This is an optimization exercise on Yosys and OpenROAD, whose aim is small area, not a production implementation.
Only simulation tests tie the RTL to the original design; equivalence was not proved.

## the previous run
Design ws_systolic_array, start of the top module:
module ws_systolic_array # (
    parameter DATA_WIDTH = 8
)
(
    input                           clk         ,
    input                           rstn        ,
    input                           i_start     ,
    input       [DATA_WIDTH-1 : 0]  i_w_col_1   ,    
    input       [DATA_WIDTH-1 : 0]  i_w_col_2   ,    
    input       [DATA_WIDTH-1 : 0]  i_w_col_3   ,    
    input       [DATA_WIDTH-1 : 0]  i_w_col_4   ,    
    input       [DATA_WIDTH-1 : 0]  i_f_row_1   ,    
    input       [DATA_WIDTH-1 : 0]  i_f_row_2   ,    
    input       [DATA_WIDTH-1 : 0]  i_f_row_3   ,    
    input       [DATA_WIDTH-1 : 0]  i_f_row_4   ,    
    output    [2*DATA_WIDTH-1 : 0]  o_p_col_1   ,    
    output    [2*DATA_WIDTH-1 : 0]  o_p_col_2   ,    
    output    [2*DATA_WIDTH-1 : 0]  o_p_col_3   ,    
    output    [2*DATA_WIDTH-1 : 0]  o_p_col_4        
);
Size in the first run: roughly 2,700 cells after synthesis, ~130 I/O pins, ~0.035 mm² of cells after synthesis.
Settings: LEC_CHECK=0, CAP_MARGIN=20, CORE_MARGIN=2, CORE_UTILIZATION=40, GPL_TIMING_DRIVEN=0, SLEW_MARGIN=20, SYNTH_HIERARCHICAL=1, SYNTH_MINIMUM_KEEP_SIZE=0; clock period 7.5 ns.
standard.sh (not shown) runs the stock make flow with config.mk's settings and CLKGATE_MAP_FILE= SYNTH_SCRIPT=/design/flow/synth_recipe.tcl, a recipe that flattens the netlist after the stock synthesis.
==> flow/flow/run.sh <==
#!/bin/bash
# The standard layout (standard.sh, unchanged synthesis), with two changes:
# the port buffers use the smallest buffer cell, and the clock tree is built
# without dummy loads.  make's output goes to standard.log.
set -euo pipefail
cd "$(dirname "$0")/.."
bash standard.sh \
  "BUFFER_PORTS_ARGS=-buffer_cell sky130_fd_sc_hd__buf_1" \
  "CTS_ARGS=-sink_clustering_enable -repair_clock_nets -dont_use_dummy_load -sink_clustering_size 30 -sink_clustering_max_diameter 100" \
  finish > standard.log 2>&1
The previous run ended with every stage complete and zero timing, DRC or antenna violations.
--- input diff the previous run..the current run ---
diff --git a/flow/design.v b/flow/design.v
--- a/flow/design.v
+++ b/flow/design.v
@@ -26,17 +26,19 @@
     parameter DATA_WIDTH = 8
 )
 (
     input       [4*DATA_WIDTH-1 : 0]    i_fmap  ,    
     input       [4*DATA_WIDTH-1 : 0]    i_weight,    
     input                   [3 : 0]     i_en    ,    
+    input                   [3 : 0]     i_sh    ,    
     input                               i_clr   ,    
     output      [2*DATA_WIDTH-1 : 0]    o_sum
 );
     wire [255:0] pp;
-    wire [31:0]  fg = i_fmap & {{8{i_en[3]}}, {8{i_en[2]}}, {8{i_en[1]}}, {8{i_en[0]}}};
+    wire [3:0]   en = i_en & i_sh;
+    wire [31:0]  fg = i_fmap & {{8{en[3]}}, {8{en[2]}}, {8{en[1]}}, {8{en[0]}}};
     genvar gr, gi, gj;
     generate for (gr = 0; gr < 4; gr = gr + 1) begin : g_r
         for (gi = 0; gi < 8; gi = gi + 1) begin : g_i
             for (gj = 0; gj < 8; gj = gj + 1) begin : g_j
                 pp_cell u_pp (.a(fg[gr*8 + gi]), .b(i_weight[gr*8 + gj]), .y(pp[gr*64 + gi*8 + gj]));
             end
@@ -941,25 +943,27 @@
     assign tap[2][3] = r_f2[4];
     assign tap[2][4] = r_f2[5];
     assign tap[1][1] = r_f1[3];
     assign tap[1][2] = r_f1[4];
     assign tap[1][3] = r_f1[5];
     assign tap[1][4] = r_f1[6];
-    reg     [3 : 0]     r_en [1:4];              
-    always @ (posedge clk) begin
-        r_en[1] <= live_nx;
-        r_en[2] <= live_nx & {shf_nx[0], shf_nx[1], shf_nx[2], shf_nx[3]};
-        r_en[3] <= live_nx & {shf_nx[1], shf_nx[2], shf_nx[3], shf_nx[4]};
-        r_en[4] <= live_nx & {shf_nx[2], shf_nx[3], shf_nx[4], shf_nx[5]};
-    end
+    reg     [3 : 0]     r_live;                  
+    always @ (posedge clk)
+        r_live <= live_nx;
+    wire    [3 : 0]     sh [1:4];                
+    assign sh[1] = 4'b1111;
+    assign sh[2] = {r_shf[0], r_shf[1], r_shf[2], r_shf[3]};
+    assign sh[3] = {r_shf[1], r_shf[2], r_shf[3], r_shf[4]};
+    assign sh[4] = {r_shf[2], r_shf[3], r_shf[4], r_shf[5]};
     genvar gc;
     generate for (gc = 1; gc <= 4; gc = gc + 1) begin : g_col
         processing_element # (.DATA_WIDTH(DW)) u_mac (
             .i_fmap   ({tap[4][gc], tap[3][gc], tap[2][gc], tap[1][gc]}),
             .i_weight ({r_w[4][gc], r_w[3][gc], r_w[2][gc], r_w[1][gc]}),
-            .i_en     (r_en[gc]),
+            .i_en     (r_live),
+            .i_sh     (sh[gc]),
             .i_clr    (z),
             .o_sum    (sum[gc])
         );
     end endgenerate
     reg   [2*DW-1 : 0]  r_p [1:4];
     always @ (posedge clk) begin
==> summary.txt <==
Against the previous run, area of the core in the current run came out better.
Measured against each other, the current run and the previous run differ in non-clock buffer count, the lower figure coming from the previous run.
Higher initial antenna violation count among the current run and the previous run: the current run
The previous run has higher final instance area than the current run.
The final reports for the current run and the previous run show footprint of the flip-flops and latches lower in the former.

-- afterwards: timing with drivers on the ports --
No port has a modelled driver above. Below, the same layouts with a new extraction and two added sets of constraints. Step 1: set_driving_cell puts a clkbuf_16 on clk and a buf_2 on each other input, an assumption about the parent block. Step 2 adds t to the input delays and takes it off the output delays; t is the mean of the earliest and latest rising clock arrival at the registers after step 1. Input paths then give back, and output paths get back, about the clock's delay inside the block. Three values: ideal ports, drivers, drivers and shift; two values: the first two.
run	t, ns	setup WS [ns]	worst register clock-pin slew, ns
the previous run	0.662	0.238 / 0.238 / -0.267	0.11 / 0.11
the current run	0.653	0.265 / 0.265 / -0.274	0.12 / 0.12
Met with ideal ports but missed after step 2: setup timing in the previous run and the current run. The setup slack of the current run, which loses most, moves by 0.000 ns with the drivers and by -0.539 ns with both steps.
